What follows belongs to an exercise in optimizing a design on an open flow for small area; a production flow would make more cautious choices.
Where RTL was checked, it was by simulation tests only, not by an equivalence proof against the original.
No functional check of the RTL was part of run 1.
Power and IR drop assume default switching activity.

==> design/flow/design.v <==
module StepCalculatorDataflow (
    input wire clk,
    input wire rst,
    input wire [7:0] hr_input,
    input wire [2:0] steps_per_second,
    input wire [7:0] stride_length,
    input wire valid_input,
    output wire [15:0] total_steps,
    output wire [31:0] total_distance,
    output wire [31:0] distance_per_second,
    output wire [7:0] time_elapsed,
    output wire [1:0] heart_rate_classification,
    output wire [7:0] max_heart_rate,
    output wire [31:0] total_calories,
    output wire [31:0] average_heart_rate,
    output wire [1:0] workout_intensity,
    output wire [15:0] speed
);
    reg [6:0] k;         
    reg z;               
    reg flag;            
    reg clr;             
    wire start = valid_input | z;    
    wire [6:0] k_inc;
    assign k_inc[0] = ~k[0];
    genvar gk;
    generate for (gk = 1; gk < 7; gk = gk + 1) begin : g_inc
        assign k_inc[gk] = k[gk] ^ (&k[gk-1:0]);
    end endgenerate
    wire busy = (k != 7'd0);
    always @(posedge clk)
        k <= start ? 7'd1 : (k_inc & {7{busy}});
    always @(posedge clk or posedge rst) begin
        if (rst) begin
            z <= 1'b1;
            flag <= 1'b0;
        end else begin
            if (start)
                z <= 1'b0;
            if (k == 7'd127 && !clr)
                flag <= 1'b1;
        end
    end
    always @(posedge clk)
        if (start) clr <= ~valid_input;
    wire ph_a  = start | (busy && k[6:5] == 2'd0);
    wire ph_b  = (k[6:5] == 2'd1);
    wire ph_b6 = ph_b && !(k[4:3] == 2'b11 && k[2:1] != 2'b00);    
    wire ph_c  = (k[6:5] == 2'd2);
    wire ph_ts = ph_c && !k[4];
    wire ph_d  = (k[6:5] == 2'd3);
    wire ph_te = ph_d && (k[4:3] == 2'd0);
    wire [4:0] ki = k[4:0];                  
    wire ix0 = (ki == 5'd0);
    reg [7:0] h;         
    reg [2:0] s;         
    always @(posedge clk) begin
        if (valid_input)
            h <= hr_input;
        else
            h <= {h[0], h[7:1]};
        if (valid_input) s <= steps_per_second;
    end
    wire [2:0] s_e = clr ? 3'd0 : s;
    reg [7:0] mx;
    reg gt;
    wire ph_mx  = (k[6:4] == 3'b100);
    wire ph_cmp = (k[6:3] == 4'b1000);
    wire m_b = mx[0] & flag;
    wire h_b = h[1] & ~clr;
    always @(posedge clk) begin
        if (ph_cmp)
            gt <= (h_b & ~m_b) | (~(h_b ^ m_b) & ~ix0 & gt);
        if (ph_mx)
            mx <= {ph_cmp ? mx[0] : (gt ? h_b : m_b), mx[7:1]};
    end
    reg [15:0] ts;
    reg [31:0] td;
    reg [31:0] sum;
    reg [31:0] avg;
    reg [19:0] cal;
    reg [15:0] spd;
    reg [7:0] te;
    reg [7:0] r;
    wire div_first = start | (ph_b & ix0) | (ph_c & ix0);
    wire td_rd  = start ? td[31] : td[{~k[3:0], 1'b1}];
    wire sum_rd = sum[{~k[3:0], 1'b1}];
    wire n_in = ph_a ? td_rd : (ph_c ? sum_rd : avg[31]);
    wire [7:0] dv = ph_b ? 8'd125 : te;
    wire [8:0] x9 = {(div_first ? 8'd0 : r), n_in};
    wire [8:0] b9 = {1'b1, ~dv};
    wire [9:0] dc;
    wire [8:0] df;
    assign dc[0] = ~ph_c;
    genvar gd;
    generate for (gd = 0; gd < 9; gd = gd + 1) begin : g_div
        assign df[gd] = x9[gd] ^ b9[gd] ^ dc[gd];
        assign dc[gd+1] = (x9[gd] & b9[gd]) | (x9[gd] & dc[gd]) | (b9[gd] & dc[gd]);
    end endgenerate
    wire q = dc[9];
    always @(posedge clk)
        r <= q ? df[7:0] : x9[7:0];
    wire spd_ok = flag & (te != 8'd0);
    wire avg_ok = flag & (te != 8'd255);
    reg [7:0] acc;
    reg [3:0] xd;
    reg pb;
    wire a_in = avg[0] & flag;
    wire [7:0] m_pp = te & {8{a_in}};
    wire [7:0] m_ac = acc & {8{~start}};
    wire [8:0] mc;
    wire [7:0] ms;
    assign mc[0] = 1'b0;
    genvar gm;
    generate for (gm = 0; gm < 8; gm = gm + 1) begin : g_mul
        assign ms[gm] = m_ac[gm] ^ m_pp[gm] ^ mc[gm];
        assign mc[gm+1] = (m_ac[gm] & m_pp[gm]) | (m_ac[gm] & mc[gm]) | (m_pp[gm] & mc[gm]);
    end endgenerate
    wire [8:0] msum = {mc[8], ms};
    wire x_t = msum[0];
    wire x_d = ~start & (k[4:2] != 3'd0) & xd[3];
    wire b_e = ~start & pb;
    wire p_t = x_d ^ x_t ^ b_e;
    wire b_n = (~x_d & (x_t | b_e)) | (x_t & b_e);
    always @(posedge clk) begin
        acc <= msum[8:1];
        xd <= {xd[2:0], x_t};
        pb <= b_n;
    end
    reg cts;
    wire s_bit = (ki == 5'd0) ? s_e[0] : (ki == 5'd1) ? s_e[1] : (ki == 5'd2) ? s_e[2] : 1'b0;
    wire ts_i = ts[0] & flag;
    wire cts_e = ~ix0 & cts;
    wire [1:0] ts_add = {(ts_i & s_bit) | (ts_i & cts_e) | (s_bit & cts_e), ts_i ^ s_bit ^ cts_e};
    always @(posedge clk) begin
        if (ph_ts) ts <= {ts_add[0], ts[15:1]};
        cts <= ts_add[1];
    end
    localparam [31:0] W1_MASK = 32'h000001fe;    
    localparam [31:0] W2_MASK = 32'h000003fc;    
    wire a0 = s_e[0] & cal[17] & (ki[4:3] == 2'd0);
    wire a1 = s_e[1] & cal[18] & W1_MASK[ki];
    wire a2 = s_e[2] & cal[19] & W2_MASK[ki];
    reg [1:0] ctd;
    wire td_i = td[0] & flag;
    wire [1:0] ctd_e = ix0 ? 2'd0 : ctd;
    wire sA = td_i ^ a0 ^ a1;
    wire cA = (td_i & a0) | (td_i & a1) | (a0 & a1);
    wire cB = (sA & a2) | (sA & ctd_e[0]) | (a2 & ctd_e[0]);
    wire [2:0] td_add = {(cA & cB) | (cA & ctd_e[1]) | (cB & ctd_e[1]), cA ^ cB ^ ctd_e[1], sA ^ a2 ^ ctd_e[0]};
    always @(posedge clk) begin
        if (ph_a)
            td <= {td[0], td[31:1]};
        else if (ph_b)
            td <= {td_add[0], td[31:1]};
        ctd <= td_add[2:1];
    end
    always @(posedge clk)
        if (ph_a) spd <= {spd[14:0], q & spd_ok};
    always @(posedge clk) begin
        if (ph_a)
            avg <= {p_t, avg[31:1]};
        else if (ph_b6 || ph_c)
            avg <= {avg[30:0], q & avg_ok};
    end
    always @(posedge clk) begin
        if (valid_input)
            cal[17:10] <= {stride_length[0], stride_length[1], stride_length[2], stride_length[3],
                           stride_length[4], stride_length[5], stride_length[6], stride_length[7]};
        else if (ph_b6)
            cal <= {cal[18:0], q};
    end
    reg csum;
    wire h_bit = h_b & ph_te;
    wire sm_i = sum[0] & flag;
    wire csum_e = ~ix0 & csum;
    wire [1:0] sum_add = {(sm_i & h_bit) | (sm_i & csum_e) | (h_bit & csum_e), sm_i ^ h_bit ^ csum_e};
    always @(posedge clk) begin
        if (ph_c)
            sum <= {sum[0], sum[31:1]};
        else if (ph_d)
            sum <= {sum_add[0], sum[31:1]};
        csum <= sum_add[1];
    end
    reg cte;
    wire cte_e = ix0 | cte;
    always @(posedge clk) begin
        if (ph_te) te <= {flag & (te[0] ^ cte_e), te[7:1]};
        cte <= te[0] & cte_e;
    end
    assign total_steps = ts;
    assign total_distance = td;
    assign distance_per_second = 32'd0;
    assign time_elapsed = te;
    assign max_heart_rate = mx;
    assign total_calories = {12'd0, cal};
    assign average_heart_rate = avg;
    assign speed = spd;
    localparam [255:0] M_HR1 = 256'hffffffffffffffffffffffffff80000000000000000000000000000000000000;    
    localparam [255:0] M_HR2 = 256'hffffffffffffffffffe000000000000000000000000000000000000000000000;    
    localparam [255:0] M_AV1 = 256'hffffffffffffffffffffffffffffffffff000000000000000000000000000000;    
    localparam [255:0] M_AV2 = 256'hfffffffffffffffffffffffe0000000000000000000000000000000000000000;    
    wire hr1 = M_HR1[hr_input];
    wire hr2 = M_HR2[hr_input];
    assign heart_rate_classification = {hr2, hr1 & ~hr2};
    wire av_hi = |avg[31:8];
    wire av1 = av_hi | M_AV1[avg[7:0]];
    wire av2 = av_hi | M_AV2[avg[7:0]];
    assign workout_intensity = {av2, av1 & ~av2};
endmodule
==> design/flow/flow/run.sh <==
#!/bin/bash
# Standard ORFS layout (the standard.sh) with a few extra ORFS settings
# from flow/extra.mk: smaller port buffers, no CTS dummy loads.
set -euo pipefail
HERE=$(pwd)
{ echo "include $HERE/config.mk"; cat "$HERE/flow/extra.mk"; } > "$HERE/my_config.mk"
sed "s#DESIGN_CONFIG=[^ ]*#DESIGN_CONFIG=$HERE/my_config.mk#" standard.sh > my_standard.sh
bash my_standard.sh > standard.log 2>&1
==> design/flow/flow/extra.mk <==
export BUFFER_PORTS_ARGS = -buffer_cell sky130_fd_sc_hd__buf_1
export CTS_ARGS = -sink_clustering_enable -repair_clock_nets -dont_use_dummy_load -buf_list sky130_fd_sc_hd__clkbuf_8 -sink_clustering_size 16 -sink_clustering_max_diameter 80
export SKIP_REPAIR_TIE_FANOUT = 1
==> design/flow/standard.sh <==
#!/bin/bash
# synth_recipe.tcl (not shown) runs the flow's synth.tcl, then flattens the netlist and writes it again
# the make line also repeats each setting of config.mk as NAME=value (left out here)
make -C /OpenROAD-flow-scripts/flow DESIGN_CONFIG=/design/flow/config.mk WORK_HOME=/design/flow/orfs CLKGATE_MAP_FILE= SYNTH_SCRIPT=/design/flow/synth_recipe.tcl "${@:-finish}"
==> design/flow/config.mk <==
export PLATFORM = sky130hd
export DESIGN_NAME = StepCalculatorDataflow
export DESIGN_NICKNAME = StepCalculatorDataflow
export VERILOG_FILES = /design/flow/design.v
export SDC_FILE = /design/flow/constraint.sdc
export NUM_CORES = 4
export LEC_CHECK = 0
export CAP_MARGIN = 20
export CORE_MARGIN = 2
export CORE_UTILIZATION = 60
export SLEW_MARGIN = 20
==> design/flow/constraint.sdc <==
create_clock -name core_clock -period 90.0 [get_ports {clk}]
set_input_delay 18.0000 -clock core_clock [delete_from_list [all_inputs] [get_ports {clk}]]
set_output_delay 18.0000 -clock core_clock [all_outputs]
set_load 0.01 [all_outputs]
==> run notes, run 1 <==
largest net degree at the start of global routing=46; initial core utilization=60.7%; critical path's most frequent cell=buf_1; Worst Path Buf+Inv=2; most common cell after layout, fill and taps aside=edfxtp_1; placed cells=839; Filler cells=1054; setup violators final=0; pre-CTS WS=around 53000 ps; vias in the first global route=between 4000 and 5000; worst hold path stage count=0; area of the multi-input gates=roughly 0.0023 mm^2; num ports=202; CP arrival=18880 ps; final period utilization=41.0%; dominant cell type by area after synthesis=edfxtp_1; WHS Endpoint=xd[3]; Layout Skew=47.5 ps; cell area after synthesis=0.00872 mm^2; Synth warnings=1; Sum Neg Setup Slack=0 ps; drt drc=0; max-slew violations=0; global route overflow=0; RSZ-0062 raised after global routing=false; CP required=72000 ps; predominant post-synthesis flop cell=edfxtp_1; DR WL/cell=17.9 um; largest family of logic cells by synthesized area=multiplexers; DRT iter0 DRCs=303; Skew-Pair Late Insertion Delay=about 500 ps; Sequential Area=0.00595 mm^2; Synth area leaders=edfxtp_1, dfxtp_1, mux2_2; first-pass GRT wire length=~25 mm; maximum fanout along the worst path=3; hold path start=xd[2]; Die H=125 um; # resized after CTS=0; CTS buffer count=17; fraction of registers with async set/reset=0.943%; Global Route Usage Sum=between 10% and 20%; worst-path cell chain=buf_1, o21ai_0, nand2b_1, a31oi_1, and3b_1, buf_1; Post-CTS Hold Buffers=0; core area=roughly 0.014 mm^2; mux share of post-synthesis cell area=8.65%; Post-Layout Cell Count=857; dpl hpwl=10.3 mm; status=no timing/DRC/antenna violations; area delta synth->final=7.65%; Synth Area in Adders=6.11%; min setup slack post-route=roughly 53000 ps; final WL=15.3 mm; Die W=between 100 and 150 um; GP Congestion=0.772; row count=44; I/O Buffers=157; Distinct cells, synth=50; post-DR vias/cell=5.53; Pleak=3.42 nW; H-tree depth=1; DIE AREA=~0.016 mm^2; clock tree from TritonCTS=yes; Worst-Margin Slew=~970 ps; FF-to-FF setup slack=~84000 ps; post-route ant nets=0; VDD IR max=0.0000167 V; Simple-Gate Fraction of Synth Area=~6.9%; Syn Nets=610; number of enable flip-flop cells after synthesis=169; Max-Cap Viols=0; CP startpoint kind=input pin; CP endpoint kind=output port; most frequent cells in the layout=edfxtp_1, buf_1, mux2_2; Worst R2R End=avg[0]; Rel. slew slack=35.1%; compound-gate portion of the synthesized area=3.34%; Setup CP Type=in -> out; Crit-path slowest cell=a31oi_1; delay-heaviest family, CP=compound AO/OA/AOI/OAI gates; clock sink count=212; nets@finish=726; post-synthesis sequential area ratio=68.2%; Clock Tree Root=clkbuf_8; power per cell area=21.2 mW/mm^2; xor and xnor area share after synthesis=less than 1%; fmax=0.0271 GHz; share of cells above drive strength 1=14.1%; worst-case clock buffer depth=3; HP Class=reg -> reg; CTS clk-pin slew, worst paths=100 ps; Yosys reg bits=between 200 and 250; syn avg cell area=15.6 um^2; min cycle time layout=~37000 ps; Worst Reg2Reg Path Length in Cells=18; proportion of netlist area held by the largest area contributor=58.2%; synthesized netlist cell count=558; Pwr Total=0.199 mW; Worst R2R Start=k[0]; Vias=4737; final hold violation count=0; antenna violations before repair=0; drt pass-1 iters=5; delay of the slowest cell on the worst path=200 ps; post-CTS setup repair buffer count=0
==> cell families after synthesis <==
family,after synthesis
other cells,1
mux,63
compound gates,43
xor+xnor,6
simple gates,115
flops,212
buf+inv,88
fa+ha+maj,30
==> worst register-to-register path: stages, from the launching register on <==
cell and delay (ps):
dfxtp_1 880, mux4_2 620, o22ai_1 170, o21ai_0 100
o21ai_0 210, and3_1 210, fa_1 210, fa_1 180
inv_1 60, fa_1 440, fa_1 470, fa_1 460
fa_1 470, fa_1 430, inv_1 90, fa_1 170
a21bo_4 300, o2111ai_1 100, o21ai_0 100
==> cell type report <==
cell class                 instances  share of cell area, %
timing repair buffer             164                   6.84
multi-input combinational        258                   24.0
antenna                            1                 0.0267
tap                              184                   2.45
inverter                          21                  0.840
sequential                       212                   63.3
clock buffer                      17                   2.49
==> stage by stage <==
step / hold slack (ps) / utilization, % / instance area [um^2]
finish: 336 / 65.3 / 9390
global route: 353 / 65.3 / 9390
CTS: 341 / 65.3 / 9380
detailed placement: 316 / 63.7 / 9150
global placement: 313 / 63.7 / 9150
floorplan: 310 / - / 8720
==> power by group <==
part | leakage, nW | internal [mW] | switching [mW]
Sequential | 2.05 | 0.119 | 0.00997
Combinational | 1.25 | 0.0108 | 0.0139
Clock | 0.122 | 0.0171 | 0.0284
==> worst max-delay path by stage <==
stage	slack, ps	from	cells after the start	endpoint
floorplan	53410	hr_input[0]	4	heart_rate_classification[0]
global placement	53180	hr_input[0]	6	heart_rate_classification[0]
detailed placement	53130	hr_input[0]	6	heart_rate_classification[0]
CTS	53130	hr_input[0]	6	heart_rate_classification[0]
global route	53000	hr_input[0]	6	heart_rate_classification[0]
finish	53120	hr_input[0]	6	heart_rate_classification[0]
==> cells in the mapped netlist (3+ instances only) <==
cell and instances:
mux2_2 55, o21ai_0 13, nand4_1 4, buf_2 4, edfxtp_1 169, nor4_1 9
nand2b_1 8, nor2b_1 7, and3_1 10, xnor2_1 6, a31o_2 3, dfxtp_1 41
mux2i_1 3, a21oi_1 11, buf_6 3, fa_1 21, buf_4 47, inv_1 21
nor2_1 25, clkbuf_1 12, nand2_1 22, ha_1 9, mux4_2 4, nor3_1 3
nand3_1 5, and2_1 18
==> state kept, by name, summed over array words and instances, names as in the netlist <==
register,cells
csum,1
mx,8
gt,1
cte,1
r,8
avg,32
ctd,2
xd,4
cal,20
s,3
h,8
flag,1
z,1
acc,8
k,7
ts,16
pb,1
cts,1
te,8
clr,1
sum,32
td,32
spd,16
==> routing by layer <==
metal	up-vias	share of wire (%)	global-route usage [%]
met2	166	46	30.4
met1	2356	46	29.2
met3	22	6.2	4.12
met5	-	0	0
met4	0	1.7	4.43
li1	2193	-	-
==> run 2, diff against run 1 <==
--- a/design/flow/design.v
+++ b/design/flow/design.v
@@ -106,7 +106,7 @@
     reg [3:0] xd;
     reg pb;
-    wire a_in = avg[0] & flag;
+    wire a_in = avg[0] & flag & ph_a;
     wire [7:0] m_pp = te & {8{a_in}};
-    wire [7:0] m_ac = acc & {8{~start}};
+    wire [7:0] m_ac = acc;
     wire [8:0] mc;
     wire [7:0] ms;
@@ -119,6 +119,6 @@
     wire [8:0] msum = {mc[8], ms};
     wire x_t = msum[0];
-    wire x_d = ~start & (k[4:2] != 3'd0) & xd[3];
-    wire b_e = ~start & pb;
+    wire x_d = xd[3];
+    wire b_e = ~start & pb;      
     wire p_t = x_d ^ x_t ^ b_e;
     wire b_n = (~x_d & (x_t | b_e)) | (x_t & b_e);
@@ -169,5 +169,5 @@
                            stride_length[4], stride_length[5], stride_length[6], stride_length[7]};
         else if (ph_b6)
-            cal <= {cal[18:0], q};
+            cal <= {cal[18:0], q & flag};
     end
     reg csum;
==> design/flow/flow/extra.mk (replaced) <==
export BUFFER_PORTS_ARGS = -buffer_cell sky130_fd_sc_hd__buf_1
export CTS_ARGS = -sink_clustering_enable -repair_clock_nets -dont_use_dummy_load -buf_list sky130_fd_sc_hd__clkbuf_8 -sink_clustering_size 20 -sink_clustering_max_diameter 60
export SKIP_REPAIR_TIE_FANOUT = 1
--- a/design/flow/config.mk
+++ b/design/flow/config.mk
@@ -8,4 +8,4 @@
 export CAP_MARGIN = 20
 export CORE_MARGIN = 2
-export CORE_UTILIZATION = 60
+export CORE_UTILIZATION = 75
 export SLEW_MARGIN = 20
==> run 2 against run 1 <==
- critical path type unchanged
- worst setup slack better by 4.5 ps
- non-clock buffer count down 2
- hold slack worse by 6.7 ps
- wire length up 6.6%
- fmax about the same
- critical path depth unchanged
- count of clock-buffer cells in the layout down 3
- synthesized area down 0.39%
- still clean on timing, DRC and antenna
- critical endpoint unchanged
- flip-flop and latch count unchanged
- final cell count up 1.5%
==> run notes, run 2 <==
antenna violations before repair=0 (unchanged); Die H=112 um (-10%); dominant cell type by area after synthesis=edfxtp_1; Clock Tree Root=clkbuf_8; mux share of post-synthesis cell area=4.16% (-4.5 points); Max-Cap Viols=0 (unchanged); post-CTS setup repair buffer count=0 (unchanged); final hold violation count=0 (unchanged); most common cell after layout, fill and taps aside=edfxtp_1; proportion of netlist area held by the largest area contributor=58.4% (+0.23 points); Filler cells=641 (-39%); synthesized netlist cell count=619 (+11%); GP Congestion=0.800 (+3.7%); RSZ-0062 raised after global routing=false; worst-case clock buffer depth=3 (unchanged); hold path start=xd[2]; FF-to-FF setup slack=82690 ps (-1420 ps); Sum Neg Setup Slack=0 ps (unchanged); Vias=5140 (+8.5%); Sequential Power Share=66.5% (+1.7 points); Post-CTS Hold Buffers=0 (unchanged); critical path's most frequent cell=buf_1; combinational share of power=12.4% (about the same); core area=0.0114 mm^2 (-21%); Post-Layout Cell Count=870 (+1.5%); final period utilization=41.0% (about the same); cell area after synthesis=0.00869 mm^2 (-0.39%); largest net degree at the start of global routing=53 (+15%); final WL=16.3 mm (+6.6%); drt drc=0 (unchanged); CP arrival=18880 ps (about the same); Worst-Margin Slew=1010 ps (+37.3 ps); maximum fanout along the worst path=3 (unchanged); Skew-Pair Late Insertion Delay=490 ps (about the same); vias in the first global route=4837 (+2.8%); DRT iter0 DRCs=623 (+110%); switch share=26.5% (+0.27 points); Worst R2R End=spd[0]; num ports=202 (unchanged); clock sink count=212 (unchanged); Syn Nets=671 (+10%); CTS clk-pin slew, worst paths=110 ps (about the same); Global Route Usage Sum=25.5% (+5.9 points); DIE AREA=0.0125 mm^2 (-20%); # resized after CTS=0 (unchanged); xor and xnor area share after synthesis=0.605% (+0.0023 points); CP required=72000 ps (about the same); Int Pwr=0.141 mW (-4.1%); Worst Reg2Reg Path Length in Cells=21 (+3); H-tree depth=1 (unchanged); row count=39 (-11%); number of enable flip-flop cells after synthesis=169 (unchanged); Setup CP Type=in -> out; Rel. slew slack=32.6% (-2.5 points); min cycle time layout=36880 ps (-4.50 ps); Die W=112 um (-10%); share of cells above drive strength 1=6.89% (-7.2 points); setup violators final=0 (unchanged); drt pass-1 iters=7 (+2); post-route ant nets=0 (unchanged); Crit-path slowest cell=a31oi_1; fmax=0.0271 GHz (about the same); VDD IR max=0.0000180 V (+7.9%); Layout Skew=50.9 ps (+3.37 ps); global route overflow=0 (unchanged); Clk pwr share=21.1% (-1.7 points); HP Class=reg -> reg; post-DR vias/cell=5.91 (+6.9%); placed cells=855 (+1.9%); max-slew violations=0 (unchanged); area delta synth->final=6.45%; DR WL/cell=18.8 um (+5.0%); largest family of logic cells by synthesized area=simple AND/OR/NAND/NOR gates; CP endpoint kind=output port; crit path to=heart_rate_classification[0]; power per cell area=20.7 mW/mm^2 (-2.2%); Psw=0.0508 mW (-2.7%); CP startpoint kind=input pin; syn avg cell area=14.0 um^2 (-10%); status=no timing/DRC/antenna violations; fraction of registers with async set/reset=0.943% (unchanged); Pleak=3.48 nW (+1.8%); nets@finish=780 (+7.4%); I/O Buffers=157 (unchanged); worst-path cell chain=buf_1, o21ai_0, nand2b_1, a31oi_1, and3b_1, buf_1; CP startpoint=hr_input[0]; post-synthesis sequential area ratio=68.5% (+0.27 points); clock tree from TritonCTS=yes; count leader, synth=edfxtp_1; delay of the slowest cell on the worst path=210 ps (about the same); largest registers=avg x32, sum x32, td x32; Synth area leaders=edfxtp_1, dfxtp_1, nand2_1; Worst R2R Start=k[0]; Synth warnings=1 (unchanged); Pwr Total=0.192 mW (-3.7%); initial core utilization=76.4% (+16 points); top cells by count, synth=edfxtp_1, nand2_1, buf_4; dpl hpwl=11.5 mm (+12%); CTS buffer count=14 (-3); Distinct cells, synth=53 (+6.0%); Synth Area in Adders=6.14% (+0.024 points); Yosys reg bits=212 (unchanged); Simple-Gate Fraction of Synth Area=11.3% (+4.3 points); first-pass GRT wire length=25.5 mm (+2.9%); most frequent cells in the layout=edfxtp_1, buf_1, nand2_1; predominant post-synthesis flop cell=edfxtp_1; compound-gate portion of the synthesized area=3.30% (-0.045 points)
[run 2: cell types whose count changed in the layout (fill, tap and decap cells not counted), moves of 4 or more]
cell,change
nand2_1,+91
mux2_2,-36
a21oi_1,-5
a22o_1,+5
mux2i_1,+5
and3_1,-4
[run 2: how the worst min path moves through the flow]
stage	to	slack (ps)	cells past startpoint
finish	xd[3]	330	0
global route	xd[3]	340	0
CTS	xd[3]	330	0
detailed placement	xd[3]	320	0
global placement	xd[1]	310	0
floorplan	xd[1]	310	0
[run 2: critical path, delay by kind of cell]
family	cells	cell delay, ps
compound gates	2	370
buf+inv	2	240
simple gates	2	260
[run 2: per-layer routing]
metal	wire length [um]	up-vias	global-route usage, %
li1	-	2326	-
met4	221	0	5.19
met2	8130	275	42.6
met1	6690	2517	37.5
met3	1300	22	3.16
met5	0	-	0
[run 2: area by class of cell]
cell class | count | area [um^2] | area share (%)
Antenna cell | 1 | 2.50 | 0.0271
Sequential cell | 212 | 5950 | 64.3
Multi-Input combinational cell | 316 | 2220 | 24.0
Inverter | 22 | 82.6 | 0.893
Clock buffer | 14 | 193 | 2.08
Tap cell | 143 | 179 | 1.93
Timing Repair Buffer | 162 | 627 | 6.78
[run 2: cells by family (layout without fill, tap and decap cells)]
group / Yosys count / in the layout
muxes: 30 / 30
adders and majority gates: 30 / 30
and+or+nand+nor: 209 / 209
DFF: 212 / 212
buffers and inverters: 91 / 198
AOI/OAI and AO/OA: 40 / 40
other: 1 / 2
xor gates and xnor gates: 6 / 6
[run 2: power by group through the flow]
stage / registers (mW) / logic (mW) / clock network (mW)
6_report: 0.127 / 0.0238 / 0.0405
4_1_cts: 0.127 / 0.0240 / 0.0414
3_3_place_gp: 0.128 / 0.0227 / 0
3_5_place_dp: 0.129 / 0.0238 / 0
5_1_grt: 0.129 / 0.0261 / 0.0445
2_1_floorplan: 0.131 / 0.0109 / 0
[run 2: metrics by stage]
step                worst slack (ps)  util (%)  hold slack, ps  cell area, um^2
global route                   53050      81.3             341             9250
finish                         53120      81.3             330             9250
floorplan                      53410         -             310             8690
global placement               53160      79.6             313             9050
CTS                            53120      81.3             331             9250
detailed placement             53130      79.6             316             9050
==> run 3, diff against run 2 <==
==> design/flow/flow/extra.mk (replaced) <==
export BUFFER_PORTS_ARGS = -buffer_cell sky130_fd_sc_hd__buf_1
export CTS_ARGS = -sink_clustering_enable -repair_clock_nets -dont_use_dummy_load -buf_list sky130_fd_sc_hd__clkbuf_16 -sink_clustering_size 28 -sink_clustering_max_diameter 70
export SKIP_REPAIR_TIE_FANOUT = 1
==> run 3 against run 2 <==
- critical path depth unchanged
- clock skew decreased by 10 ps
- critical endpoint unchanged
- still clean
- wire length increased by 3.3%
- largest power group unchanged
- hold slack improved by 8.0 ps
- highest routed layer unchanged
- synthesized cell count unchanged
- final cell count decreased by 0.23%
- fmax about the same
- global-route usage increased by 0.81 points
- critical path type unchanged
- sequential power about the same
==> run notes, run 3 <==
status=no timing/DRC/antenna violations; final WL=16.9 mm (+3.3%); Die H=112 um (unchanged); most common cell after layout, fill and taps aside=edfxtp_1; setup violators final=0 (unchanged); Vias=5183 (+0.84%); mux share of post-synthesis cell area=4.16% (unchanged); worst-case clock buffer depth=3 (unchanged); I/O Buffers=157 (unchanged); Placement Cell Area=0.00905 mm^2 (unchanged); RSZ-0062 raised after global routing=false; post-synthesis sequential area ratio=68.5% (unchanged); Global Route Usage Sum=26.4% (+0.81 points); initial core utilization=76.4% (unchanged); drt drc=0 (unchanged); area delta synth->final=7.69%; syn avg cell area=14.0 um^2 (unchanged); Skew-Pair Late Insertion Delay=460 ps (-30 ps); Distinct cells, synth=53 (unchanged); compound-gate portion of the synthesized area=3.30% (unchanged); HP Class=reg -> reg; Syn Nets=671 (unchanged); # resized after CTS=0 (unchanged); global route overflow=0 (unchanged); share of cells above drive strength 1=6.63% (-0.26 points); largest net degree at the start of global routing=53 (unchanged); H-tree depth=1 (unchanged); Psw=0.0526 mW (+3.6%); post-route ant nets=0 (unchanged); switch share=25.9% (-0.61 points); power per cell area=21.7 mW/mm^2 (+4.9%); Filler cells=619 (-3.4%); vias in the first global route=4912 (+1.6%); fmax=0.0271 GHz (about the same); most frequent cells in the layout=edfxtp_1, buf_1, nand2_1; final hold violation count=0 (unchanged); synthesized netlist cell count=619 (unchanged); Post-CTS Hold Buffers=0 (unchanged); hold slack=338 ps (+7.97 ps); Synth Area in Adders=6.14% (unchanged); post-DR vias/cell=5.97 (+1.1%); DRT iter0 DRCs=678 (+8.8%); Setup CP Type=in -> out; Synth area leaders=edfxtp_1, dfxtp_1, nand2_1; proportion of netlist area held by the largest area contributor=58.4% (unchanged); top cells by count, synth=edfxtp_1, nand2_1, buf_4; nets@finish=778 (-0.26%); CP startpoint kind=input pin; dpl hpwl=11.5 mm (unchanged); drt pass-1 iters=5 (-2); Clock Tree Root=clkbuf_16; Pleak=3.53 nW (+1.4%); predominant post-synthesis flop cell=edfxtp_1; Worst-Margin Slew=1010 ps (+3.59 ps); Die W=112 um (unchanged); largest family of logic cells by synthesized area=simple AND/OR/NAND/NOR gates; CP arrival=18860 ps (-20 ps); CP endpoint kind=output port; clock sink count=212 (unchanged); CP required=72000 ps (about the same); Layout Skew=40.8 ps (-10.0 ps); number of enable flip-flop cells after synthesis=169 (unchanged); core area=0.0114 mm^2 (unchanged); CTS buffer count=12 (-2); Yosys reg bits=212 (unchanged); dominant cell type by area after synthesis=edfxtp_1; Max-Cap Viols=0 (unchanged); Design Area, Final=0.00936 mm^2 (+1.2%); GP Congestion=0.800 (unchanged); num ports=202 (unchanged); antenna violations before repair=0 (unchanged); first-pass GRT wire length=26.2 mm (+2.7%); Sum Neg Setup Slack=0 ps (unchanged); max-slew violations=0 (unchanged); cell area after synthesis=0.00869 mm^2 (unchanged); post-CTS setup repair buffer count=0 (unchanged); clock tree from TritonCTS=yes; Int Pwr=0.151 mW (+7.0%); Synth warnings=1 (unchanged); DIE AREA=0.0125 mm^2 (unchanged); CTS clk-pin slew, worst paths=100 ps (about the same); Rel. slew slack=32.4% (-0.24 points); Clk pwr share=25.5% (+4.4 points); Sequential Power Share=62.7% (-3.8 points); largest registers=avg x32, sum x32, td x32; row count=39 (unchanged); xor and xnor area share after synthesis=0.605% (unchanged); fraction of registers with async set/reset=0.943% (unchanged); count leader, synth=edfxtp_1; final period utilization=41.0% (about the same); min cycle time layout=36860 ps (-13.0 ps); Simple-Gate Fraction of Synth Area=11.3% (unchanged); maximum fanout along the worst path=3 (unchanged); combinational share of power=11.8% (-0.6 points); DR WL/cell=19.5 um (+3.6%); VDD IR max=0.0000255 V (+41%)
==> run 3: changes by cell type in the layout (fill, tap and decap cells not counted), sizes merged <==
cell	previous run	this run
clkbuf	14	12
==> run 3: metrics by stage <==
step	std cells	total power [mW]	utilization, %	setup WS, ps
finish	868	0.203	82.3	53140
global route	867	0.210	82.3	53050
CTS	867	0.204	82.3	53120
detailed placement	855	0.153	79.6	53130
global placement	855	0.151	79.6	53160
floorplan	619	0.142	-	53410
==> run 3: worst paths after layout <==
check / from / to / slack [ps] / depth (start not counted)
setup / recovery: hr_input[0] / heart_rate_classification[0] / 53140 / 6
hold / removal: xd[2] / xd[3] / 340 / 0
setup reg to reg: k[0] / spd[0] / 82700 / 21
hold reg to reg: xd[2] / xd[3] / 340 / 0
max in group asynchronous: rst / z / 72450 / 2
min in group asynchronous: rst / flag / 17360 / 2
==> run 3: critical path, stage by stage <==
cell      delay, ps
buf_1            90
o21ai_0         160
nand2b_1         70
a31oi_1         200
and3b_1         180
buf_1           150
==> run 3: power groups by stage <==
stage | Sequential, mW | Combinational [mW] | Clock (mW)
after floorplan | 0.131 | 0.0109 | 0
after global placement | 0.128 | 0.0227 | 0
after detailed placement | 0.129 | 0.0238 | 0
after CTS | 0.127 | 0.0242 | 0.0522
after global routing | 0.129 | 0.0262 | 0.0552
final | 0.128 | 0.0240 | 0.0518
==> run 3: final cells by class <==
| type | instances | area (um^2) | share of cell area [%] |
|---|---|---|---|
| diodes | 1 | 2.50 | 0.0267 |
| clock buffers | 12 | 300 | 3.21 |
| inverters | 22 | 82.6 | 0.883 |
| multi-input cells | 316 | 2220 | 23.7 |
| flip-flops and latches | 212 | 5950 | 63.6 |
| well taps | 143 | 179 | 1.91 |
| repair buffers | 162 | 627 | 6.70 |
==> run 3: kinds of logic after synthesis <==
group,after synthesis
flops,212
simple gates,209
buf+inv,91
compound gates,40
fa+ha+maj,30
mux,30
xor+xnor,6
other cells,1
==> run 3: layer usage <==
layer	share of wire, %	up-vias	global-route usage (%)
li1	-	2325	-
met3	7.3	25	3.21
met2	50	279	44.8
met5	0	-	0
met4	1.6	0	5.19
met1	41	2554	38.0
==> run 4, diff against run 3 <==
==> design/flow/flow/extra.mk (replaced) <==
export BUFFER_PORTS_ARGS = -buffer_cell sky130_fd_sc_hd__buf_1
export CTS_ARGS = -sink_clustering_enable -repair_clock_nets -dont_use_dummy_load -buf_list {sky130_fd_sc_hd__clkbuf_4 sky130_fd_sc_hd__clkbuf_8 sky130_fd_sc_hd__clkbuf_16} -sink_clustering_size 20 -sink_clustering_max_diameter 60
export SKIP_REPAIR_TIE_FANOUT = 1
==> run 4 against run 3 <==
- final cell count increased by 0.23%
- via count hardly changed
- register-to-register slack got worse by 30 ps
- non-clock buffer count is the same
- worst setup slack worse by 1.6 ps
- clock power increased by 8.3%
- utilization increased by 0.44 points
- hold slack got worse by 10 ps
- count of clock-buffer cells in the layout increased by 2
- global-route usage is 0.28 points higher
- die area is the same
- clock skew decreased by 3.9 ps
==> run notes, run 4 <==
status=no timing/DRC/antenna violations; most frequent cells in the layout=edfxtp_1, buf_1, nand2_1; top cells by count, synth=edfxtp_1, nand2_1, buf_4; Clock Tree Root=clkbuf_16; compound-gate portion of the synthesized area=3.30% (unchanged); Worst-Margin Slew=1020 ps (+11.4 ps); proportion of netlist area held by the largest area contributor=58.4% (unchanged); Sequential Area=0.00595 mm^2 (unchanged); Clk pwr share=27.0% (+1.5 points); post-CTS setup repair buffer count=0 (unchanged); switch share=25.6% (-0.26 points); Int Pwr=0.154 mW (+2.5%); FF-to-FF setup slack=82670 ps (-30 ps); post-DR vias/cell=5.96 (-0.21%); WHS Endpoint=xd[3]; drt drc=0 (unchanged); Filler cells=599 (-3.2%); Rel. slew slack=31.6% (-0.76 points); fin util=82.7% (+0.44 points); DIE AREA=0.0125 mm^2 (unchanged); Sequential Power Share=61.4% (-1.3 points); post-route ant nets=0 (unchanged); Die H=112 um (unchanged); Synth Area in Adders=6.14% (unchanged); worst-case clock buffer depth=3 (unchanged); pre-CTS WS=53130 ps (unchanged); Global Route Usage Sum=26.6% (+0.28 points); Worst Reg2Reg Path Length in Cells=21 (unchanged); DRT iter0 DRCs=668 (-1.5%); WL met3=1.28 mm (+4.6%); worst hold path stage count=0 (unchanged); Synth area leaders=edfxtp_1, dfxtp_1, nand2_1; xor and xnor area share after synthesis=0.605% (unchanged); dpl hpwl=11.5 mm (unchanged); syn avg cell area=14.0 um^2 (unchanged); Post-CTS Hold Buffers=0 (unchanged); vias in the first global route=4995 (+1.7%); CP endpoint kind=output port; final WL=17.0 mm (+0.69%); Sum Neg Setup Slack=0 ps (unchanged); Distinct cells, synth=53 (unchanged); largest family of logic cells by synthesized area=simple AND/OR/NAND/NOR gates; global route overflow=0 (unchanged); hold slack=328 ps (-9.96 ps); Highest Signal Layer=met4; clock sink count=212 (unchanged); synthesized netlist cell count=619 (unchanged); area of the multi-input gates=0.00222 mm^2 (unchanged); largest net degree at the start of global routing=53 (unchanged); final hold violation count=0 (unchanged); drt pass-1 iters=5 (unchanged); setup violators final=0 (unchanged); antenna violations before repair=0 (unchanged); post-synthesis sequential area ratio=68.5% (unchanged); DR WL/cell=19.5 um (+0.46%); Skew-Pair Late Insertion Delay=460 ps (about the same); VDD IR max=0.0000195 V (-24%); Synth warnings=1 (unchanged); Design Area, Final=0.00941 mm^2 (+0.53%); Yosys reg bits=212 (unchanged); H-tree depth=1 (unchanged); # resized after CTS=0 (unchanged); number of enable flip-flop cells after synthesis=169 (unchanged); Pwr Total=0.208 mW (+2.1%); dominant cell type by area after synthesis=edfxtp_1; GP Congestion=0.800 (unchanged); Psw=0.0532 mW (+1.1%); max-slew violations=0 (unchanged); hold path start=xd[2]; final period utilization=41.0% (about the same); Setup CP Type=in -> out; nets@finish=780 (+0.26%); Layout Skew=37.0 ps (-3.86 ps); cell area after synthesis=0.00869 mm^2 (unchanged); row count=39 (unchanged); count leader, synth=edfxtp_1; Simple-Gate Fraction of Synth Area=11.3% (unchanged); Placement Cell Area=0.00905 mm^2 (unchanged); I/O Buffers=157 (unchanged); Max-Cap Viols=0 (unchanged); mux share of post-synthesis cell area=4.16% (unchanged); HP Class=reg -> reg; num ports=202 (unchanged); CTS buffer count=14 (+2); share of cells above drive strength 1=6.89% (+0.26 points); Post-Layout Cell Count=870 (+0.23%); CP arrival=18870 ps (about the same); Die W=112 um (unchanged); CP required=72000 ps (about the same); fraction of registers with async set/reset=0.943% (unchanged); first-pass GRT wire length=26.3 mm (+0.63%); CP startpoint=hr_input[0]; Syn Nets=671 (unchanged); most common cell after layout, fill and taps aside=edfxtp_1; largest registers=avg x32, sum x32, td x32; min setup slack post-route=53130 ps (-1.60 ps); Met2 Wirelength=8.60 mm (+1.4%); RSZ-0062 raised after global routing=false; Vias=5184 (+0.019%); CTS clk-pin slew, worst paths=80 ps (-20 ps); Worst R2R Start=k[0]; Pleak=3.55 nW (+0.70%); area delta synth->final=8.27%; placed cells=855 (unchanged); initial core utilization=76.4% (unchanged); combinational share of power=11.6% (-0.2 points); clock tree from TritonCTS=yes; min cycle time layout=36870 ps (+1.60 ps); fmax=0.0271 GHz (about the same); WL met1=6.92 mm (+0.22%); CP startpoint kind=input pin; maximum fanout along the worst path=3 (unchanged); power per cell area=22.1 mW/mm^2 (+1.6%); predominant post-synthesis flop cell=edfxtp_1; Worst R2R End=spd[0]; core area=0.0114 mm^2 (unchanged)
==> run 4: cell families (layout without fill, tap and decap cells) <==
family / after synthesis / in the layout
other: 1 / 2
muxes: 30 / 30
adders and majority gates: 30 / 30
DFF: 212 / 212
xor gates and xnor gates: 6 / 6
AOI/OAI and AO/OA: 40 / 40
buffers and inverters: 91 / 198
and+or+nand+nor: 209 / 209
==> run 4: worst max-delay path, stage by stage <==
cell and delay (ps):
buf_1 100, o21ai_0 160, nand2b_1 70, a31oi_1 210
and3b_1 180, buf_1 150
==> run 4: worst max path at each step <==
| stage | endpoint | slack (ps) | depth (start not counted) |
|---|---|---|---|
| 2_1_floorplan | heart_rate_classification[0] | 53410 | 4 |
| 3_3_place_gp | heart_rate_classification[0] | 53160 | 6 |
| 3_5_place_dp | heart_rate_classification[0] | 53130 | 6 |
| 4_1_cts | heart_rate_classification[0] | 53120 | 6 |
| 5_1_grt | heart_rate_classification[0] | 53050 | 6 |
| 6_report | heart_rate_classification[0] | 53130 | 6 |
==> run 4: power by group through the flow <==
stage          registers (mW)  clock network (mW)  logic, mW
6_report                0.128              0.0561     0.0240
5_1_grt                 0.129              0.0600     0.0263
4_1_cts                 0.127              0.0568     0.0242
3_5_place_dp            0.129                   0     0.0238
3_3_place_gp            0.128                   0     0.0227
2_1_floorplan           0.131                   0     0.0109
==> run 4: routing by layer <==
metal  GRT usage, %  vias up
met3           3.81       21
met5              0        -
met4           4.12        0
met1           38.0     2555
met2           45.9      273
li1               -     2335
==> run 4: final cells by class <==
| cell class | count | area share, % |
|---|---|---|
| inverter | 22 | 0.878 |
| tap | 143 | 1.90 |
| timing repair buffer | 162 | 6.66 |
| multi-input combinational | 316 | 23.6 |
| clock buffer | 14 | 3.72 |
| antenna | 1 | 0.0266 |
| sequential | 212 | 63.2 |
==> run 5, diff against run 4 <==
==> design/flow/flow/extra.mk (replaced) <==
export BUFFER_PORTS_ARGS = -buffer_cell sky130_fd_sc_hd__buf_1
export CTS_ARGS = -sink_clustering_enable -repair_clock_nets -dont_use_dummy_load -buf_list sky130_fd_sc_hd__clkbuf_8 -sink_clustering_size 18 -sink_clustering_max_diameter 55
export SKIP_REPAIR_TIE_FANOUT = 1
==> run 5 against run 4 <==
- design area shrank 1.5%
- utilization decreased by 1.3 points
- clock power is 25% lower
- highest routed layer unchanged
- non-clock buffer count unchanged
- critical path depth unchanged
- clock skew up 0.64 ps
- die area unchanged
==> run notes, run 5 <==
status=no timing/DRC/antenna violations; CP startpoint kind=input pin; HP Class=reg -> reg; setup violators final=0 (unchanged); Syn Nets=671 (unchanged); predominant post-synthesis flop cell=edfxtp_1; combinational share of power=12.4% (+0.8 points); fraction of registers with async set/reset=0.943% (unchanged); worst-case clock buffer depth=3 (unchanged); syn avg cell area=14.0 um^2 (unchanged); vias in the first global route=4900 (-1.9%); dpl hpwl=11.5 mm (unchanged); nets@finish=781 (+0.13%); Psw=0.0517 mW (-2.8%); core area=0.0114 mm^2 (unchanged); post-DR vias/cell=5.94 (-0.33%); final hold violation count=0 (unchanged); power per cell area=20.9 mW/mm^2 (-5.4%); min setup slack post-route=53130 ps (+0.300 ps); delay of the slowest cell on the worst path=210 ps (about the same); final WL=16.7 mm (-1.7%); Vias=5173 (-0.21%); Yosys reg bits=212 (unchanged); Die H=112 um (unchanged); num ports=202 (unchanged); hold slack=341 ps (+13.4 ps); DR WL/cell=19.2 um (-1.8%); CTS buffer count=15 (+1); worst-path cell chain=buf_1, o21ai_0, nand2b_1, a31oi_1, and3b_1, buf_1; largest registers=avg x32, sum x32, td x32; CP endpoint kind=output port; dominant cell type by area after synthesis=edfxtp_1; post-route ant nets=0 (unchanged); post-CTS setup repair buffer count=0 (unchanged); fmax=0.0271 GHz (about the same); Worst-Margin Slew=1010 ps (-10.7 ps); Setup CP Type=in -> out; final period utilization=41.0% (about the same); Design Area, Final=0.00926 mm^2 (-1.5%); Rel. slew slack=32.3% (+0.72 points); antenna violations before repair=0 (unchanged); Max-Cap Viols=0 (unchanged); DIE AREA=0.0125 mm^2 (unchanged); max-slew violations=0 (unchanged); CTS clk-pin slew, worst paths=100 ps (+20 ps); Clk pwr share=21.8% (-5.2 points); most frequent cells in the layout=edfxtp_1, buf_1, nand2_1; Layout Skew=37.6 ps (+0.644 ps); I/O Buffers=157 (unchanged); CP required=72000 ps (about the same); Global Route Usage Sum=26.3% (-0.31 points); VDD IR max=0.0000195 V (about the same); CP arrival=18870 ps (about the same); top cells by count, synth=edfxtp_1, nand2_1, buf_4; Post-CTS Hold Buffers=0 (unchanged); global route overflow=0 (unchanged); maximum fanout along the worst path=3 (unchanged); number of enable flip-flop cells after synthesis=169 (unchanged); Die W=112 um (unchanged); RSZ-0062 raised after global routing=false; Skew-Pair Late Insertion Delay=490 ps (+30 ps); Placement Cell Area=0.00905 mm^2 (unchanged); share of cells above drive strength 1=7.02% (+0.13 points); Pleak=3.49 nW (-1.8%); clock sink count=212 (unchanged); Synth area leaders=edfxtp_1, dfxtp_1, nand2_1; Crit-path slowest cell=a31oi_1; drt pass-1 iters=5 (unchanged); initial core utilization=76.4% (unchanged); drt drc=0 (unchanged); DRT iter0 DRCs=663 (-0.75%); row count=39 (unchanged); switch share=26.7% (+1.1 points); pre-CTS WS=53130 ps (unchanged); min cycle time layout=36870 ps (-0.300 ps); first-pass GRT wire length=26.0 mm (-1.2%); count leader, synth=edfxtp_1; Synth warnings=1 (unchanged); Distinct cells, synth=53 (unchanged); area delta synth->final=6.61%; largest net degree at the start of global routing=53 (unchanged); cell area after synthesis=0.00869 mm^2 (unchanged); GP Congestion=0.800 (unchanged); Pwr Total=0.194 mW (-6.8%); Sequential Power Share=65.9% (+4.5 points); post-synthesis sequential area ratio=68.5% (unchanged); H-tree depth=1 (unchanged); most common cell after layout, fill and taps aside=edfxtp_1; proportion of netlist area held by the largest area contributor=58.4% (unchanged); Clock Tree Root=clkbuf_8; Int Pwr=0.142 mW (-8.2%); # resized after CTS=0 (unchanged); critical path's most frequent cell=buf_1; clock tree from TritonCTS=yes; Sum Neg Setup Slack=0 ps (unchanged); synthesized netlist cell count=619 (unchanged)
-- run 5: cell counts after synthesis --
No cell type changed its count.
-- run 5: path summary, 6_finish.rpt --
kind / startpoint / endpoint / slack (ps) / depth (start not counted)
worst max-delay path: hr_input[0] / heart_rate_classification[0] / 53130 / 6
worst min-delay path: xd[2] / xd[3] / 340 / 0
worst max register to register: k[0] / spd[0] / 82770 / 21
worst min register to register: xd[2] / xd[3] / 340 / 0
max in group asynchronous: rst / z / 72480 / 2
min in group asynchronous: rst / flag / 17300 / 2
-- run 5: cells by family after synthesis --
family,Yosys count,synth area share (%)
flops,212,68.5
simple gates,209,11.3
compound gates,40,3.30
xor+xnor,6,0.605
fa+ha+maj,30,6.14
buf+inv,91,6.02
mux,30,4.16
other cells,1,0.0432
-- run 5: through the flow --
stage          utilization, %  std cells
2_1_floorplan               -        619
3_3_place_gp             79.6        855
3_5_place_dp             79.6        855
4_1_cts                  81.4        870
5_1_grt                  81.4        870
6_report                 81.5        871
-- run 5: layout make-up --
cell class | instances | area, um^2
Sequential cell | 212 | 5950
Multi-Input combinational cell | 316 | 2220
Fill cell | 625 | 2110
Timing Repair Buffer | 162 | 627
Clock buffer | 15 | 206
Tap cell | 143 | 179
Inverter | 22 | 82.6
Antenna cell | 1 | 2.50
-- run 5: layer usage --
layer	GRT usage, %	wire [um]
met3	4.35	1260
met1	37.6	6820
met5	0	0
met2	44.3	8400
met4	5.10	232
-- run 5: critical path, delay by kind of cell --
kind                   cells  cell delay, ps
AOI/OAI and AO/OA          2             370
buffers and inverters      2             240
and+or+nand+nor            2             250
-- run 5: power groups by stage --
stage          Clock (mW)  Combinational, mW  Sequential [mW]
2_1_floorplan           0             0.0109            0.131
3_3_place_gp            0             0.0227            0.128
3_5_place_dp            0             0.0238            0.129
4_1_cts            0.0428             0.0241            0.127
5_1_grt            0.0460             0.0263            0.129
6_report           0.0421             0.0239            0.128
==> run 6, diff against run 5 <==
--- a/design/flow/design.v
+++ b/design/flow/design.v
@@ -53,11 +53,13 @@
     wire [4:0] ki = k[4:0];                  
     wire ix0 = (ki == 5'd0);
-    reg [7:0] h;         
+    localparam [7:0] H_POL = 8'haa;
+    reg [7:0] h_q;
+    wire [7:0] h = h_q ^ H_POL;
     reg [2:0] s;         
     always @(posedge clk) begin
         if (valid_input)
-            h <= hr_input;
+            h_q <= hr_input ^ H_POL;
         else
-            h <= {h[0], h[7:1]};
+            h_q <= ~{h_q[0], h_q[7:1]};
         if (valid_input) s <= steps_per_second;
     end
@@ -78,5 +80,7 @@
     reg [31:0] td;
     reg [31:0] sum;
-    reg [31:0] avg;
+    localparam [31:0] AVG_POL = 32'haaaaaaaa;
+    reg [31:0] avg_q;
+    wire [31:0] avg = avg_q ^ AVG_POL;
     reg [19:0] cal;
     reg [15:0] spd;
@@ -160,7 +164,7 @@
     always @(posedge clk) begin
         if (ph_a)
-            avg <= {p_t, avg[31:1]};
+            avg_q <= ~{p_t, avg_q[31:1]};
         else if (ph_b6 || ph_c)
-            avg <= {avg[30:0], q & avg_ok};
+            avg_q <= ~{avg_q[30:0], ~(q & avg_ok)};
     end
     always @(posedge clk) begin
==> run 6 against run 5 <==
- still clean
- non-clock buffer count unchanged
- clock power up 2%
- count of clock-buffer cells in the layout up 1
- final cell count down 6.3%
- first-iteration DRC count down 21%
- via count down 5.6%
- synthesized cell count down 7.8%
- synthesized area up 0.88%
- global-route usage down 1.3 points
- die area up 0.84%
==> run notes, run 6 <==
status=no timing/DRC/antenna violations; final period utilization=41.0% (+0.044 points); min cycle time layout=36910 ps (+39.8 ps); Synth area leaders=edfxtp_1, dfxtp_1, buf_4; FF-to-FF setup slack=83420 ps (+650 ps); Synth warnings=1 (unchanged); final hold violation count=0 (unchanged); Syn Nets=623 (-7.2%); core area=0.0114 mm^2 (+0.43%); VDD IR max=0.0000168 V (-14%); DIE AREA=0.0126 mm^2 (+0.84%); post-synthesis sequential area ratio=67.9% (-0.60 points); power per cell area=21.1 mW/mm^2 (+1.2%); share of cells above drive strength 1=7.59% (+0.57 points); CP arrival=18910 ps (+40 ps); Pleak=3.55 nW (+2.0%); clock tree from TritonCTS=yes; DRT iter0 DRCs=524 (-21%); largest registers=avg_q x32, sum x32, td x32; antenna violations before repair=0 (unchanged); drt drc=0 (unchanged); number of enable flip-flop cells after synthesis=169 (unchanged); HP Class=reg -> reg; predominant post-synthesis flop cell=edfxtp_1; delay of the slowest cell on the worst path=200 ps (about the same); clock sink count=212 (unchanged); CP endpoint kind=output port; most common cell after layout, fill and taps aside=edfxtp_1; dominant cell type by area after synthesis=edfxtp_1; Skew-Pair Late Insertion Delay=500 ps (about the same); count leader, synth=edfxtp_1; worst hold path stage count=0 (unchanged); Rel. slew slack=35.9% (+3.6 points); Die H=112 um (+0.42%); syn avg cell area=15.3 um^2 (+9.4%); Clock Tree Root=clkbuf_8; CTS clk-pin slew, worst paths=110 ps (about the same); CP startpoint kind=input pin; post-route ant nets=0 (unchanged); Setup CP Type=in -> out; setup violators final=0 (unchanged); pre-CTS WS=53090 ps (-38.9 ps); Distinct cells, synth=55 (+3.8%); top cells by count, synth=edfxtp_1, buf_4, dfxtp_1; Post-CTS Hold Buffers=0 (unchanged); most frequent cells in the layout=edfxtp_1, buf_1, dfxtp_1; min setup slack post-route=53100 ps (-39.8 ps); Sum Neg Setup Slack=0 ps (unchanged); synthesized netlist cell count=571 (-7.8%); Global Route Usage Sum=25.1% (-1.3 points); Max-Cap Viols=0 (unchanged); Worst Reg2Reg Path Length in Cells=17 (-19%); drt pass-1 iters=5 (unchanged); H-tree depth=1 (unchanged); GP Congestion=0.820 (+2.4%); post-DR vias/cell=5.98 (+0.74%); final WL=15.9 mm (-5.1%); Worst-Margin Slew=958 ps (-54.0 ps); fraction of registers with async set/reset=0.943% (unchanged); global route overflow=0 (unchanged); critical path's most frequent cell=buf_1; I/O Buffers=157 (unchanged); # resized after CTS=0 (unchanged); delay-heaviest family, CP=compound AO/OA/AOI/OAI gates; Crit-path slowest cell=o21ai_0; largest net degree at the start of global routing=46 (-13%); worst-case clock buffer depth=3 (unchanged); fmax=0.0271 GHz (-0.11%); area delta synth->final=5.58%; maximum fanout along the worst path=3 (unchanged); cell area after synthesis=0.00876 mm^2 (+0.88%); worst-path cell chain=buf_1, o21ai_0, nand2b_1, a31oi_1, and3b_1, buf_1; first-pass GRT wire length=25.1 mm (-3.6%); RSZ-0062 raised after global routing=false; initial core utilization=76.7% (+0.34 points); Layout Skew=48.1 ps (+10.5 ps); Worst Path Buf+Inv=2 (unchanged); dpl hpwl=11.1 mm (-3.9%); row count=39 (unchanged); post-CTS setup repair buffer count=0 (unchanged); Die W=112 um (+0.42%); vias in the first global route=4816 (-1.7%); max-slew violations=0 (unchanged); Crit path depth=6 (unchanged); CP required=72000 ps (about the same); Vias=4882 (-5.6%); CTS buffer count=16 (+1); proportion of netlist area held by the largest area contributor=57.9% (-0.51 points); nets@finish=726 (-7.0%); Yosys reg bits=212 (unchanged); num ports=202 (unchanged); DR WL/cell=19.4 um (+1.3%)
## run 6: changes by cell type in the layout (fill, tap and decap cells not counted), moves of 4 or more
cell     change
nor2b_1      -6
mux2i_1     +32
inv_1       +14
nor4_1       -4
o21ai_1      +4
nand2_1     -90
mux2_2       -9
## run 6: logic make-up after synthesis
logic type	synth area share, %
other	0.0428
AOI/OAI and AO/OA	3.48
muxes	7.40
adders and majority gates	6.08
buffers and inverters	7.80
and+or+nand+nor	6.84
DFF	67.9
xor gates and xnor gates	0.500
## run 6: metrics by stage
| stage | util [%] | hold slack (ps) | cell area, um^2 | cells | total power, mW |
|---|---|---|---|---|---|
| after floorplan | - | 310 | 8760 | 571 | 0.146 |
| after global placement | 79.1 | 315 | 9030 | 799 | 0.153 |
| after detailed placement | 79.1 | 321 | 9030 | 799 | 0.155 |
| after CTS | 81.0 | 350 | 9250 | 815 | 0.197 |
| after global routing | 81.0 | 355 | 9250 | 815 | 0.203 |
| final | 81.0 | 342 | 9250 | 816 | 0.196 |
## run 6: path summary, 6_finish.rpt
| path | end | startpoint |
|---|---|---|
| worst max-delay path | heart_rate_classification[0] | hr_input[0] |
| worst min-delay path | xd[2] | xd[1] |
| worst max register to register | spd[0] | k[0] |
| worst min register to register | xd[2] | xd[1] |
| max in group asynchronous | z | rst |
| min in group asynchronous | flag | rst |
## run 6: metal layers
| metal | up-vias | track usage [%] | wire length [um] | part of all wire (%) |
|---|---|---|---|---|
| met5 | - | 0 | 0 | 0 |
| met2 | 254 | 40.6 | 7510 | 47 |
| met3 | 34 | 5.56 | 1490 | 9.4 |
| met4 | 0 | 5.61 | 291 | 1.8 |
| li1 | 2172 | - | - | - |
| met1 | 2422 | 36.1 | 6580 | 41 |
## run 6: power breakdown
group          switching [mW]  internal (mW)
clock                  0.0270         0.0161
sequential            0.00933          0.119
combinational          0.0151        0.00930
total                  0.0515          0.144
## run 6: layout make-up
cell class                 instances  area [um^2]
tap                              143          179
antenna                            1         2.50
sequential                       212         5950
fill                             656         2170
timing repair buffer             162          627
clock buffer                      16          220
inverter                          36          138
multi-input combinational        246         2140
## run 6: worst reg2reg max path, cell delays in order, from the launching register on
cell and delay (ps):
dfxtp_1 940, mux4_2 620, mux2_2 290, a2111oi_0 530, o22a_2 280, fa_1 210, fa_1 170, inv_1 60
fa_1 460, fa_1 480, fa_1 460, fa_1 470, fa_1 430, inv_1 90, fa_1 210, a21bo_2 290
and2_1 190, a21boi_1 140
==> run 7, diff against run 6 <==
--- a/design/flow/config.mk
+++ b/design/flow/config.mk
@@ -8,4 +8,5 @@
 export CAP_MARGIN = 20
 export CORE_MARGIN = 2
-export CORE_UTILIZATION = 75
+export CORE_UTILIZATION = 90
+export PLACE_DENSITY = 0.9
 export SLEW_MARGIN = 20
==> run 7 against run 6 <==
- design area decreased by 0.31%
- power increased by 3.3%
- clock power increased by 1%
- wire length increased by 46%
- hold slack got worse by 3.7 ps
- synthesized area unchanged
- global-route usage increased by 20 points
- critical path depth unchanged
- worst setup slack got worse by 170 ps
==> run notes, run 7 <==
GP Congestion=0.827 (+0.89%); hold slack=338 ps (-3.69 ps); Vias=5748 (+18%); setup violators final=0 (unchanged); # resized after CTS=0 (unchanged); Distinct cells, synth=55 (unchanged); I/O Buffers=157 (unchanged); max-slew violations=0 (unchanged); Die H=103 um (-8.4%); status=no timing/DRC/antenna violations; H-tree depth=1 (unchanged); VDD IR max=0.0000166 V (-1.2%); number of enable flip-flop cells after synthesis=169 (unchanged); first-pass GRT wire length=33.7 mm (+34%); cell area after synthesis=0.00876 mm^2 (unchanged); Post-CTS Hold Buffers=0 (unchanged); row count=36 (-7.7%); fmax=0.0270 GHz (-0.46%); DIE AREA=0.0105 mm^2 (-16%); global route overflow=0 (unchanged); syn avg cell area=15.3 um^2 (unchanged); DR WL/cell=28.8 um (+48%); proportion of netlist area held by the largest area contributor=57.9% (unchanged); CP required=72000 ps (about the same); post-DR vias/cell=7.15 (+19%); num ports=202 (unchanged); CP startpoint kind=input pin; fraction of registers with async set/reset=0.943% (unchanged); post-route ant nets=0 (unchanged); Worst-Margin Slew=1060 ps (+98.7 ps); Global Route Usage Sum=45.1% (+20 points); initial core utilization=91.3% (+15 points); vias in the first global route=5525 (+15%); Pleak=3.55 nW (-0.20%); share of cells above drive strength 1=7.45% (-0.14 points); Rel. slew slack=29.3% (-6.6 points); CP endpoint kind=output port; area of the multi-input gates=0.00214 mm^2 (unchanged); most common cell after layout, fill and taps aside=edfxtp_1; worst-case clock buffer depth=3 (unchanged); predominant post-synthesis flop cell=edfxtp_1; min cycle time layout=37070 ps (+170 ps); final hold violation count=0 (unchanged); post-synthesis sequential area ratio=67.9% (unchanged); synthesized netlist cell count=571 (unchanged); dpl hpwl=13.7 mm (+23%); dominant cell type by area after synthesis=edfxtp_1; Die W=103 um (-8.4%); power per cell area=21.9 mW/mm^2 (+3.6%); Sequential Area=0.00595 mm^2 (unchanged); Synth area leaders=edfxtp_1, dfxtp_1, buf_4; most frequent cells in the layout=edfxtp_1, buf_1, dfxtp_1; drt pass-1 iters=6 (+1); drt drc=0 (unchanged); maximum fanout along the worst path=3 (unchanged); Syn Nets=623 (unchanged); final WL=23.1 mm (+46%); core area=0.00959 mm^2 (-16%); Synth warnings=1 (unchanged); HP Class=reg -> reg; post-CTS setup repair buffer count=0 (unchanged); Clock Tree Root=clkbuf_8; count leader, synth=edfxtp_1; nets@finish=725 (-0.14%); largest net degree at the start of global routing=46 (unchanged); top cells by count, synth=edfxtp_1, buf_4, dfxtp_1; clock sink count=212 (unchanged); Filler cells=179 (-73%); CP arrival=19070 ps (+160 ps); Max-Cap Viols=0 (unchanged); RSZ-0062 raised after global routing=false; Pwr Total=0.202 mW (+3.3%); CTS clk-pin slew, worst paths=110 ps (about the same); largest registers=avg_q x32, sum x32, td x32; antenna violations before repair=0 (unchanged); Skew-Pair Late Insertion Delay=500 ps (about the same); DRT iter0 DRCs=910 (+74%); Sum Neg Setup Slack=0 ps (unchanged); # diodes=0 (-1); Setup CP Type=in -> out; final period utilization=41.2% (+0.19 points); area delta synth->final=5.25%; clock tree from TritonCTS=yes; Layout Skew=34.0 ps (-14.1 ps); CTS buffer count=15 (-1); Yosys reg bits=212 (unchanged)
## run 7: critical path, cell delays in order
cell      delay (ps)
buf_1            130
o21ai_0          210
nand2b_1         110
a31oi_1          240
and3b_1          230
buf_1            160
## run 7: cells by family (layout without fill, tap and decap cells)
logic type	count (synthesis)	after routing	synth area share [%]
AO/OA/AOI/OAI	44	44	3.48
XOR/XNOR	5	5	0.500
adder cells (fa/ha/maj)	30	30	6.08
buffers and inverters	113	213	7.80
flip-flops	212	212	67.9
multiplexers	56	56	7.40
other	1	1	0.0428
AND/OR/NAND/NOR	110	110	6.84
## run 7: stage by stage
stage / cell area (um^2) / cells / setup slack, ps / utilization [%]
after global routing: 9220 / 804 / 52910 / 96.1
after global placement: 9010 / 789 / 53120 / 94.0
final: 9220 / 804 / 52930 / 96.1
after detailed placement: 9010 / 789 / 53020 / 94.0
after CTS: 9220 / 804 / 52930 / 96.1
after floorplan: 8760 / 571 / 53410 / -
## run 7: path summary, 6_finish.rpt
| kind | startpoint | to | slack [ps] | cells past startpoint |
|---|---|---|---|---|
| max in group asynchronous | rst | z | 72480 | 2 |
| min in group asynchronous | rst | flag | 17320 | 2 |
| min reg2reg | xd[2] | xd[3] | 340 | 0 |
| min | xd[2] | xd[3] | 340 | 0 |
| max | hr_input[1] | heart_rate_classification[0] | 52930 | 6 |
| max reg2reg | k[0] | spd[0] | 83010 | 17 |
## run 7: where the power goes
group          switching [mW]  leakage, nW  internal, mW
clock network          0.0285        0.108        0.0152
registers              0.0115         2.03         0.119
logic                  0.0188         1.41       0.00939
## run 7: layout make-up
type	count	share of cell area (%)
inverter	36	1.49
multi-input combinational	246	23.2
tap	133	1.80
clock buffer	15	2.24
timing repair buffer	162	6.80
sequential	212	64.5
## run 7: per-layer routing
| layer | vias up | share of wire (%) | global-route usage [%] |
|---|---|---|---|
| met5 | - | 0 | 0 |
| met4 | 0 | 7.2 | 24.7 |
| met3 | 156 | 13 | 9.49 |
| met2 | 752 | 50 | 76.2 |
| met1 | 2661 | 30 | 55.4 |
| li1 | 2179 | - | - |
==> run 8, diff against run 7 <==
--- a/design/flow/config.mk
+++ b/design/flow/config.mk
@@ -8,5 +8,4 @@
 export CAP_MARGIN = 20
 export CORE_MARGIN = 2
-export CORE_UTILIZATION = 90
-export PLACE_DENSITY = 0.9
+export CORE_UTILIZATION = 85
 export SLEW_MARGIN = 20
==> run 8 against run 7 <==
- clock power fell by 2%
- die area up 5.6%
- synthesized cell count unchanged
- utilization decreased by 5.5 points
- global-route usage fell by 12 points
- design area about the same
- critical endpoint unchanged
- worst setup slack gained 120 ps
- via count fell by 9.7%
- final cell count increased by 0.50%
- non-clock buffer count unchanged
- highest routed layer unchanged
- still clean on timing, DRC and antenna
- register-to-register slack better by 200 ps
==> run notes, run 8 <==
Global Route Usage Sum=33.3% (-12 points); Post-CTS Hold Buffers=0 (unchanged); Syn Nets=623 (unchanged); Clock Tree Root=clkbuf_8; Int Pwr=0.143 mW (about the same); most common cell after layout, fill and taps aside=edfxtp_1; core area=0.0102 mm^2 (+6.2%); CP required=72000 ps (about the same); share of cells above drive strength 1=7.45% (unchanged); hold slack=338 ps (-0.0170 ps); Worst R2R Start=k[0]; number of enable flip-flop cells after synthesis=169 (unchanged); fin util=90.6% (-5.5 points); dpl hpwl=12.6 mm (-8.0%); Vias=5188 (-9.7%); first-pass GRT wire length=28.2 mm (-16%); # resized after CTS=0 (unchanged); min setup slack post-route=53040 ps (+117 ps); drt pass-1 iters=5 (-1); post-CTS setup repair buffer count=0 (unchanged); syn avg cell area=15.3 um^2 (unchanged); Max-Cap Viols=0 (unchanged); clock sink count=212 (unchanged); CTS buffer count=15 (unchanged); Sequential Area=0.00595 mm^2 (unchanged); top cells by count, synth=edfxtp_1, buf_4, dfxtp_1; GP Congestion=0.882 (+6.7%); RSZ-0062 raised after global routing=false; DRT iter0 DRCs=601 (-34%); dominant cell type by area after synthesis=edfxtp_1; CP startpoint kind=input pin; DR WL/cell=22.3 um (-22%); post-route ant nets=0 (unchanged); vias in the first global route=5170 (-6.4%); Worst Reg2Reg Path Length in Cells=17 (unchanged); delay of the slowest cell on the worst path=220 ps (-20 ps); Sum Neg Setup Slack=0 ps (unchanged); status=no timing/DRC/antenna violations; max-slew violations=0 (unchanged); area delta synth->final=5.33% (about the same); I/O Buffers=157 (unchanged); Distinct cells, synth=55 (unchanged); Crit-path slowest cell=and3b_1; Pwr Total=0.197 mW (-2.5%); min cycle time layout=36960 ps (-117 ps); maximum fanout along the worst path=3 (unchanged); Filler cells=385 (+120%); Die W=106 um (+2.8%); Skew-Pair Late Insertion Delay=500 ps (about the same); fraction of registers with async set/reset=0.943% (unchanged); CTS clk-pin slew, worst paths=100 ps (about the same); setup violators final=0 (unchanged); area of the multi-input gates=0.00214 mm^2 (unchanged); critical path's most frequent cell=buf_1; drt drc=0 (unchanged); largest net degree at the start of global routing=46 (unchanged); count leader, synth=edfxtp_1; pre-CTS WS=53080 ps (+60.5 ps); Worst R2R End=spd[0]; Setup CP Type=in -> out; num ports=202 (unchanged); post-DR vias/cell=6.42 (-10%); largest registers=avg_q x32, sum x32, td x32; worst-path cell chain=buf_1, o21ai_0, nand2b_1, a31oi_1, and3b_1, buf_1; CP arrival=18960 ps (-110 ps); nets@finish=725 (unchanged); Clk pwr share=21.6% (about the same); proportion of netlist area held by the largest area contributor=57.9% (unchanged); Pleak=3.55 nW (about the same); cell area after synthesis=0.00876 mm^2 (unchanged); Synth warnings=1 (unchanged)
## run 8: cell counts after synthesis
No cell type changed its count.
## run 8: worst reg2reg max path, delay by kind of cell, from the launching register on
kind,cells,cell delay [ps]
AO/OA/AOI/OAI,4,1390
adder cells (fa/ha/maj),8,2910
buffers and inverters,2,160
flip-flops,1,930
multiplexers,2,900
AND/OR/NAND/NOR,1,220
## run 8: worst max-delay path by stage
| stage | startpoint | to | slack [ps] | depth (start not counted) |
|---|---|---|---|---|
| 3_3_place_gp | hr_input[0] | heart_rate_classification[0] | 53110 | 6 |
| 3_5_place_dp | hr_input[0] | heart_rate_classification[0] | 53080 | 6 |
| 2_1_floorplan | hr_input[0] | heart_rate_classification[0] | 53410 | 4 |
| 6_report | hr_input[0] | heart_rate_classification[0] | 53040 | 6 |
| 4_1_cts | hr_input[0] | heart_rate_classification[0] | 53070 | 6 |
| 5_1_grt | hr_input[0] | heart_rate_classification[0] | 52970 | 6 |
## run 8: area by class of cell
type / count / area share, %
tap: 136 / 1.84
antenna: 1 / 0.0271
multi-input combinational: 246 / 23.2
clock buffer: 15 / 2.24
timing repair buffer: 162 / 6.79
inverter: 36 / 1.49
sequential: 212 / 64.4
## run 8: routing by layer
metal | GRT usage [%] | up-vias | share of wire, %
met3 | 6.25 | 55 | 11
met4 | 8.93 | 0 | 2.2
met2 | 55.7 | 407 | 51
met1 | 46.4 | 2545 | 36
li1 | - | 2181 | -
met5 | 0 | - | 0
## run 8: per-stage QoR
stage	instance area, um^2	instances
finish	9230	808
floorplan	8760	571
global placement	9020	792
CTS	9230	807
global route	9230	808
detailed placement	9020	792
## run 8: kinds of logic after synthesis
group                      after synthesis  share of synthesized area [%]
and+or+nand+nor                        110                           6.84
xor gates and xnor gates                 5                          0.500
adders and majority gates               30                           6.08
AOI/OAI and AO/OA                       44                           3.48
buffers and inverters                  113                           7.80
DFF                                    212                           67.9
other                                    1                         0.0428
muxes                                   56                           7.40
## run 8: power by group through the flow
stage | registers, mW | logic (mW) | clock network, mW
5_1_grt | 0.130 | 0.0275 | 0.0456
6_report | 0.129 | 0.0254 | 0.0426
2_1_floorplan | 0.130 | 0.0162 | 0
3_5_place_dp | 0.131 | 0.0252 | 0
3_3_place_gp | 0.129 | 0.0236 | 0
4_1_cts | 0.129 | 0.0254 | 0.0422

Re-timed with assumed drivers on the ports (clkbuf_16 on the clock, buf_2 on other inputs), run 8 has 53.003 ns of setup slack against 53.043 ns with ideal ports, and 53.003 ns once port delays also move by the mid clock arrival of 0.519 ns.
